From an optimization exercise on the open Yosys and OpenROAD flow, aimed at small area, a short achievable clock period and few clock cycles per item; shortcuts taken in it are not production practice.
No functional check of the RTL was part of this run.

## config.mk

```make
export PLATFORM = sky130hd
export DESIGN_NAME = collision
export DESIGN_NICKNAME = collision
export VERILOG_FILES = /design/flow/design.v
export SDC_FILE = /design/flow/constraint.sdc
export NUM_CORES = 4
export LEC_CHECK = 0
export CAP_MARGIN = 20
export CORE_MARGIN = 2
export CORE_UTILIZATION = 40
export SLEW_MARGIN = 20
```

## constraint.sdc

```tcl
create_clock -name core_clock -period 10.0 [get_ports {clk}]
set_input_delay 2.0000 -clock core_clock [delete_from_list [all_inputs] [get_ports {clk}]]
set_output_delay 2.0000 -clock core_clock [all_outputs]
set_load 0.01 [all_outputs]
```

## design.v

```verilog
`timescale 1ns / 1ps
module collision(clk, rst, data_in_x, data_in_y, data_in_z, collision_detect, done_valid);
  input clk, rst;
  input signed [9:0]data_in_x, data_in_y, data_in_z;
  output reg collision_detect, done_valid;
  reg [3:0]state_next;
  wire [3:0]state;
  reg [4:0]input_cnt_reg;
  wire [4:0]counter;
  reg [4:0]separate_cnt_reg;
  wire [4:0]separate_cnt;
  reg signed [9:0]crossx_A, crossx_B;
  reg signed [9:0]crossy_A, crossy_B;
  reg signed [9:0]crossz_A, crossz_B;
  reg signed [9:0]x_point[0:15];
  reg signed [9:0]y_point[0:15];
  reg signed [9:0]z_point[0:15];
  reg signed [18:0]separate;
  reg [4:0]max_min_cnt_reg;
  wire [4:0]max_min_cnt;
  wire signed [27:0]max1, max2, min1, min2, max_all, min_all;
  reg signed [27:0]max1_reg, max2_reg, min1_reg, min2_reg, max_all_reg, min_all_reg;
  reg signed [27:0]proj1,proj2;
  reg [1:0]t;
always @(posedge clk) begin
    if(rst)begin
        state_next <= 0;
        input_cnt_reg <= 0;
        separate_cnt_reg <= 0;
        collision_detect <= 0;
        separate <= 0;
        max_min_cnt_reg <= 0;
        t <= 0;
        done_valid <= 0;
    end
    else begin
    case(state)
        4'b0000:begin
            if(counter < 16)begin
                x_point[counter] <= data_in_x;
                y_point[counter] <= data_in_y;
                z_point[counter] <= data_in_z;
                input_cnt_reg <= input_cnt_reg +1;
                state_next <= 4'b0000;
            end
            else begin
                state_next <= 4'b0001;
            end
        end
        4'b0001: begin  
            if(separate_cnt < 3)begin
                separate <= (x_point[separate_cnt +1] - x_point[0]);           
            end
            else if((separate_cnt < 6)&&(separate_cnt > 3)) begin
                separate <= (x_point[separate_cnt +6] - x_point[8]);
            end
            state_next <= 4'b0101;
        end
        4'b0010: begin  
            if(separate_cnt < 9)begin
                crossx_A <= x_point[1] - x_point[0];
                crossy_A <= y_point[1] - y_point[0];
                crossz_A <= z_point[1] - z_point[0];
                crossx_B <= x_point[separate_cnt +3] - x_point[8];
                crossy_B <= y_point[separate_cnt +3] - y_point[8];
                crossz_B <= z_point[separate_cnt +3] - z_point[8];
            end
            else if(separate_cnt < 12)begin
                crossx_A <= x_point[2] - x_point[0];
                crossy_A <= y_point[2] - y_point[0];
                crossz_A <= z_point[2] - z_point[0];
                crossx_B <= x_point[separate_cnt] - x_point[8];
                crossy_B <= y_point[separate_cnt] - y_point[8];
                crossz_B <= z_point[separate_cnt] - z_point[8];
            end
            else begin
                crossx_A <= x_point[3] - x_point[0];
                crossy_A <= y_point[3] - y_point[0];
                crossz_A <= z_point[3] - z_point[0];
                crossx_B <= x_point[separate_cnt -3] - x_point[8];
                crossy_B <= y_point[separate_cnt -3] - y_point[8];
                crossz_B <= z_point[separate_cnt -3] - z_point[8];
            end
            t <= 0;
            state_next <= 4'b0011;
        end
        4'b0011: begin
            case(t)
            0:begin
            	separate <= (crossy_A * crossz_B) - (crossy_B * crossz_A);
            	state_next <= 4'b0100;
            	end
            1:begin
                separate <= (crossz_A * crossx_B) - (crossz_B * crossx_A);
                state_next <= 4'b0100;
                end
            2:begin
		        separate <= (crossx_A * crossy_B) - (crossx_B * crossy_A);
		        state_next <= 4'b0100;
		        end
            3: begin
  		        state_next <= 4'b1001;
                separate_cnt_reg <= separate_cnt_reg + 1;
            end
            endcase
        end
        4'b0100: begin
           if(separate == 0) begin
               state_next <= 4'b0011;
               t <= t + 1;	  
           end
           else state_next <= 5+t;
        end
        4'b0101: begin
            if(max_min_cnt == 0)begin
                max1_reg <= separate * x_point[0];                    
                max2_reg <= separate * x_point[8];  
                min1_reg <= separate * x_point[0];
                min2_reg <= separate * x_point[8];
                max_all_reg <= separate * x_point[0];
                min_all_reg <= separate * x_point[0];
                max_min_cnt_reg <= max_min_cnt_reg +1;
            end
            else begin
                proj1 <= separate * x_point[max_min_cnt];
                proj2 <= separate * x_point[max_min_cnt +8];  
                state_next <= 4'b1000;                       
            end
        end
	    4'b0110: begin
            if(max_min_cnt == 0)begin
                max1_reg <= separate * y_point[0];                    
                max2_reg <= separate * y_point[8];  
                min1_reg <= separate * y_point[0];
                min2_reg <= separate * y_point[8];
                max_all_reg <= separate * y_point[0];
                min_all_reg <= separate * y_point[0];
                max_min_cnt_reg <= max_min_cnt_reg +1;
            end
            else begin
                proj1 <= separate * y_point[max_min_cnt];
                proj2 <= separate * y_point[max_min_cnt +8];  
                state_next <= 4'b1000;                       
            end
        end
	    4'b0111: begin
            if(max_min_cnt == 0)begin
                max1_reg <= separate * z_point[0];                    
                max2_reg <= separate * z_point[8];  
                min1_reg <= separate * z_point[0];
                min2_reg <= separate * z_point[8];
                max_all_reg <= separate * z_point[0];
                min_all_reg <= separate * z_point[0];
                max_min_cnt_reg <= max_min_cnt_reg +1;
            end
            else begin
                proj1 <= separate * z_point[max_min_cnt];
                proj2 <= separate * z_point[max_min_cnt +8];  
                state_next <= 4'b1000;                       
            end
        end
        4'b1000: begin
            if(max_min_cnt < 8)begin
                if(proj1 > max1) max1_reg <= proj1;
                if(proj1 < min1) min1_reg <= proj1;
                if(proj2 > max2) max2_reg <= proj2;
                if(proj2 < min2) min2_reg <= proj2;
                if((proj1 > max_all)&&(proj1 > proj2))  max_all_reg <= proj1;                  
                else if((proj2 > max_all)&&(proj2 > proj1))  max_all_reg <= proj2;
                if((proj1 < min_all)&&(proj1 < proj2))  min_all_reg <= proj1;
                else if((proj2 < min_all)&&(proj2 < proj1))  min_all_reg <= proj2;
                max_min_cnt_reg <= max_min_cnt_reg +1;
                if(max_min_cnt < 7) state_next <= 4'b0101 + t;
            end
            else begin
                if((max1_reg + max2_reg - min1_reg - min2_reg) < (max_all_reg - min_all_reg))begin
                   state_next <= 4'b1010;
                end
                else state_next <= 4'b1001;
                separate_cnt_reg <= separate_cnt_reg +1;
                max_min_cnt_reg <= 0;
            end                                              
        end
        4'b1001: begin
            if((done_valid == 0)&&(separate_cnt < 6))begin
                state_next <= 4'b0001;
            end
            else if((done_valid == 0)&&(separate_cnt >= 6)&&(separate_cnt < 15)) begin
                state_next <= 4'b0010;
            end
            else begin
                state_next <= 4'b1011;
            end  
        end
        4'b1010: begin
            done_valid <= 1;
            collision_detect <= 0;
            state_next <= 4'b1100;
        end
        4'b1011: begin
            done_valid <= 1;
            collision_detect <= 1;
            state_next <= 4'b1100;
        end      
        default: begin
            done_valid <= 0;
            collision_detect <= 0;
            state_next <= 4'b1100;
            end
    endcase   
end
end
assign counter = input_cnt_reg;
assign separate_cnt = separate_cnt_reg;
assign max_min_cnt = max_min_cnt_reg;
assign state = state_next;
assign max1 = max1_reg;
assign max2 = max2_reg;
assign min1 = min1_reg;
assign min2 = min2_reg;
assign max_all = max_all_reg;
assign min_all = min_all_reg;
endmodule
```

## run.sh

```bash
#!/bin/bash
# synth_recipe.tcl (not shown) runs the flow's synth.tcl, then flattens the netlist and writes it again
# the make line also repeats each setting of config.mk as NAME=value (left out here)
make -C /OpenROAD-flow-scripts/flow DESIGN_CONFIG=/design/flow/config.mk WORK_HOME=/design/flow/orfs CLKGATE_MAP_FILE= SYNTH_SCRIPT=/design/flow/synth_recipe.tcl finish
```

==> notes.md <==
-- logic make-up (layout without fill, tap and decap cells) --
kind of cell / count (synthesis) / count (layout) / share of synthesized area (%)
flops: 814 / 814 / 14.5
mux: 969 / 969 / 12.0
fa+ha+maj: 4023 / 4023 / 42.2
xor+xnor: 559 / 559 / 2.97
compound gates: 1689 / 1689 / 6.58
buf+inv: 4148 / 3805 / 9.56
other cells: 0 / 16 / 0
simple gates: 4157 / 4157 / 12.3
-- worst register-to-register path: stages (launching register included) --
cell and delay [ns]:
sky130_fd_sc_hd__dfxtp_4 0.97, sky130_fd_sc_hd__buf_12 0.36, sky130_fd_sc_hd__mux4_2 0.57, sky130_fd_sc_hd__mux4_2 0.81, sky130_fd_sc_hd__and2_1 0.40, sky130_fd_sc_hd__fa_1 0.50
sky130_fd_sc_hd__inv_1 0.05, sky130_fd_sc_hd__fa_1 0.48, sky130_fd_sc_hd__inv_1 0.05, sky130_fd_sc_hd__fa_1 0.48, sky130_fd_sc_hd__inv_1 0.05, sky130_fd_sc_hd__fa_1 0.45
sky130_fd_sc_hd__fa_1 0.49, sky130_fd_sc_hd__inv_1 0.04, sky130_fd_sc_hd__ha_1 0.33, sky130_fd_sc_hd__and2_1 0.20, sky130_fd_sc_hd__a221oi_1 0.68, sky130_fd_sc_hd__o21ai_0 0.34
sky130_fd_sc_hd__o41ai_2 0.47, sky130_fd_sc_hd__o31ai_1 0.17, sky130_fd_sc_hd__a31oi_1 0.23, sky130_fd_sc_hd__xnor2_1 0.15, sky130_fd_sc_hd__o22ai_1 0.10
-- cell type report --
type                    count  area (um2)
diodes                     16        40.0
clock buffers             108        2470
clock inverters            73         877
fillers                 39407      237000
inverters                3278       12300
multi-input cells       11397      126000
flip-flops and latches    814       24100
well taps                5474        6850
repair buffers            346        2920
-- cell usage after synthesis, types with 160 or more instances --
cell / instances
sky130_fd_sc_hd__a21o_1: 213
sky130_fd_sc_hd__nand2b_1: 179
sky130_fd_sc_hd__and2_1: 1202
sky130_fd_sc_hd__nand2_1: 1692
sky130_fd_sc_hd__nor2_1: 544
sky130_fd_sc_hd__ha_1: 1431
sky130_fd_sc_hd__clkbuf_1: 651
sky130_fd_sc_hd__inv_1: 3271
sky130_fd_sc_hd__fa_1: 2592
sky130_fd_sc_hd__xor2_1: 161
sky130_fd_sc_hd__o21ai_0: 431
sky130_fd_sc_hd__a21oi_1: 427
sky130_fd_sc_hd__mux4_2: 781
sky130_fd_sc_hd__edfxtp_1: 764
sky130_fd_sc_hd__xnor2_1: 396
sky130_fd_sc_hd__mux2i_1: 160
-- worst min-delay path by stage --
stage / endpoint / cells past startpoint / slack [ns] / start
6_report: max_min_cnt_reg[4] / 1 / 0.48 / max_min_cnt_reg[4]
5_1_grt: max_min_cnt_reg[4] / 1 / 0.52 / max_min_cnt_reg[4]
4_1_cts: max_min_cnt_reg[4] / 1 / 0.48 / max_min_cnt_reg[4]
3_5_place_dp: max_min_cnt_reg[4] / 1 / 0.47 / max_min_cnt_reg[4]
3_3_place_gp: max_min_cnt_reg[4] / 1 / 0.47 / max_min_cnt_reg[4]
2_1_floorplan: max_min_cnt_reg[4] / 1 / 0.46 / max_min_cnt_reg[4]
-- per-layer routing --
metal | wire length [um] | vias to the layer above
met5 | 118 | -
met4 | 29400 | 20
met3 | 58400 | 969
met2 | 241000 | 6089
met1 | 216000 | 63186
li1 | - | 52030
-- per-stage QoR --
stage | utilization (%) | worst slack, ns
final | 42.5 | 1.40
after global routing | 42.5 | 1.06
after CTS | 42.5 | 1.45
after detailed placement | 41.7 | 1.44
after global placement | 41.7 | 1.54
after floorplan | - | 0.752
==> summary.txt <==
=================================================================================
Number of buffers inserted by hold repair at cts ...................            0
DPL Wire Length ....................................................    415000 um
Max Buffers Root-to-Sink ...........................................            3
Cell at the root of the clock tree ................................. sky130_fd_sc_hd__clkbuf_16
Height of the chip .................................................       647 um
Worst path buffer plus inverter count ..............................            5
Startpoint of the most critical setup path ......................... max_min_cnt_reg[0]
Length in cells of the worst reg-to-reg path .......................           22
Worst-skew pair later-pin latency ..................................      0.78 ns
Initial antenna violation count ....................................           41
Average cell area after synthesis ..................................     10.1 um2
Worst R2R End ......................................................    proj2[27]
Number of core rows ................................................          236
Final count of pins violating max slew .............................            0
Layout Area Growth over Synthesis ..................................        6.10%
Setup_tns ..........................................................         0 ns
Achievable Freq ....................................................      116 MHz
Final critical-path share of the clock period ......................        86.0%
Remaining max-slew budget at the tightest pin ......................        15.3%
Required time worst endpoint .......................................     10.48 ns
Synth Net Count ....................................................        20414
Maximum number of pins on one net before global-route repair .......          126
Final weighted congestion of routability-driven global placement ...        0.939
Number of distinct library cells after synthesis ...................          105
Via total after detailed routing ...................................       122294
Path category of the worst min-delay check .........................      reg2reg
Critical-path cell with the highest stage delay .................... sky130_fd_sc_hd__dfxtp_4
Commonest cells after routing, fill and taps aside ................. sky130_fd_sc_hd__inv_1, sky130_fd_sc_hd__fa_1, sky130_fd_sc_hd__nand2_1
Sequential share of the synthesized area ...........................        14.5%
Leading registers by flop count .................................... x_point: 160 flops, y_point: 160 flops, z_point: 160 flops
Final worst clock skew .............................................    0.0783 ns
Largest cells by area after synthesis .............................. sky130_fd_sc_hd__fa_1, sky130_fd_sc_hd__edfxtp_1, sky130_fd_sc_hd__ha_1
Final net count ....................................................        19989
Met1 usage in global routing .......................................        34.8%
Critical path fanouts, max .........................................           43
Inst Count DP ......................................................        21305
Setup crit start kind ..............................................    flip-flop
Depth of the CTS H-tree ............................................            3
Most common cell after layout, fill and taps aside ................. sky130_fd_sc_hd__inv_1
Instance count on the critical path ................................           22
Post-synthesis cell area ...........................................   165000 um2
Number of clock buffers inserted by TritonCTS ......................           97
Flip-flop and latch count after synthesis ..........................          814
Type of the worst setup path .......................................      reg2reg
Met3 track utilization from global routing .........................        6.41%
DRC ................................................................            0
Clock transition at the registers of the reported paths ............      0.07 ns
M2 GR Usage ........................................................        40.1%
# port buffers .....................................................           33
Top cell type's share of synthesized area ..........................        31.4%
Die outline area ...................................................   419000 um2
Core Footprint .....................................................   413000 um2
Wire length of the first global-routing pass .......................    814000 um
Crit. End Element ..................................................    flip-flop
Endpoints failing hold .............................................            0
Count of non-filler cells in the finished layout ...................        21506
CP endpoint ........................................................    proj2[27]
Cell type with the highest occurrence count on the critical path ... sky130_fd_sc_hd__fa_1
Clock period minus final worst setup slack .........................      8.60 ns
Count of pins on the block boundary ................................           34
Leading register cell type out of synthesis ........................ sky130_fd_sc_hd__edfxtp_1
Worst flop-to-flop path startpoint ................................. max_min_cnt_reg[0]
Final WL ...........................................................    545000 um
FF-to-FF setup slack ...............................................      1.40 ns
Grt peak-use layer .................................................         met2
Residual antenna-violating net count after detailed routing ........            0
Crit path largest cell delay .......................................      0.97 ns
Number of DRC violations after detailed-routing iteration 0 ........        12162
Unrepaired setup endpoints after global routing ....................           no
Fraction of final layout cells with drive strength greater than 1 ..        8.97%
TritonCTS clock tree ...............................................        built
Initial cell density of the core ...................................        40.1%
Total clock sinks ..................................................          814
Run status ......................................................... complete, no violations
Number of failing setup endpoints in the final timing report .......            0
Via count of the first global-routing pass .........................       124059
DRT Pass-1 Iters ...................................................            6
Worst Hold Slack ...................................................     0.477 ns
Synth warn .........................................................            1
Critical path, cell by cell ........................................ buf_12 -> mux4_2 -> mux4_2 -> and2_1 -> fa_1 -> inv_1 -> fa_1 -> inv_1 -> fa_1 -> inv_1 -> fa_1 -> fa_1 -> inv_1 -> ha_1 -> and2_1 -> a221oi_1 -> o21ai_0 -> o41ai_2 -> o31ai_1 -> a31oi_1 -> xnor2_1 -> o22ai_1
Count of flip-flops with a built-in enable after synthesis .........          764
Sum of overflow across all layers after global routing .............            0
Via-to-Cell Ratio ..................................................         5.69
Transition time at the pin with the least slew margin ..............      1.26 ns
Post-CTS Resized ...................................................            0
Signal arrival time at the worst endpoint ..........................      9.08 ns
Postcts setup bufs .................................................            0
Routed wire per std cell ...........................................      25.3 um
Max-capacitance violation count ....................................            0
Largest delay contributor family on the critical path ..............  adder cells
Die boundary width .................................................       647 um
Finished layout cell area ..........................................   176000 um2
Synthesized instance count .........................................        16359
Library cell occupying the most area in the post-synthesis netlist . sky130_fd_sc_hd__fa_1
Post-DP Area .......................................................   172000 um2
Tot GR Track Use ...................................................        26.1%
Fraction of registers with async set or reset after synthesis ......           0%
=================================================================================

-- what the ideal ports hide --
The results above use ideal ports. As a check the final layout listed here was re-extracted and re-timed, cells and wires unchanged.
Step 1: set_driving_cell puts a clkbuf_16 on clk and a buf_2 on each other input, an assumption about the parent block.
Step 2 times the ports against the registers' clock, not the clock port: input delays grow and output delays shrink by t, the midpoint of the rising clock arrivals with the driver on.
Slacks: ideal / step 1 / step 2; pairs: ideal / step 1.
t (ns): 0.850
slack for setup (ns): 1.398 / 1.398 / 1.398
worst setup path at the end: register to register
slew at the worst register clock pin (ns): 0.07 / 0.07
worst data-port slew with drivers (ns): 0.24
After both steps this run still meets setup and hold. The setup slack of this run moves by 0.000 ns with the drivers and by 0.000 ns with both steps.
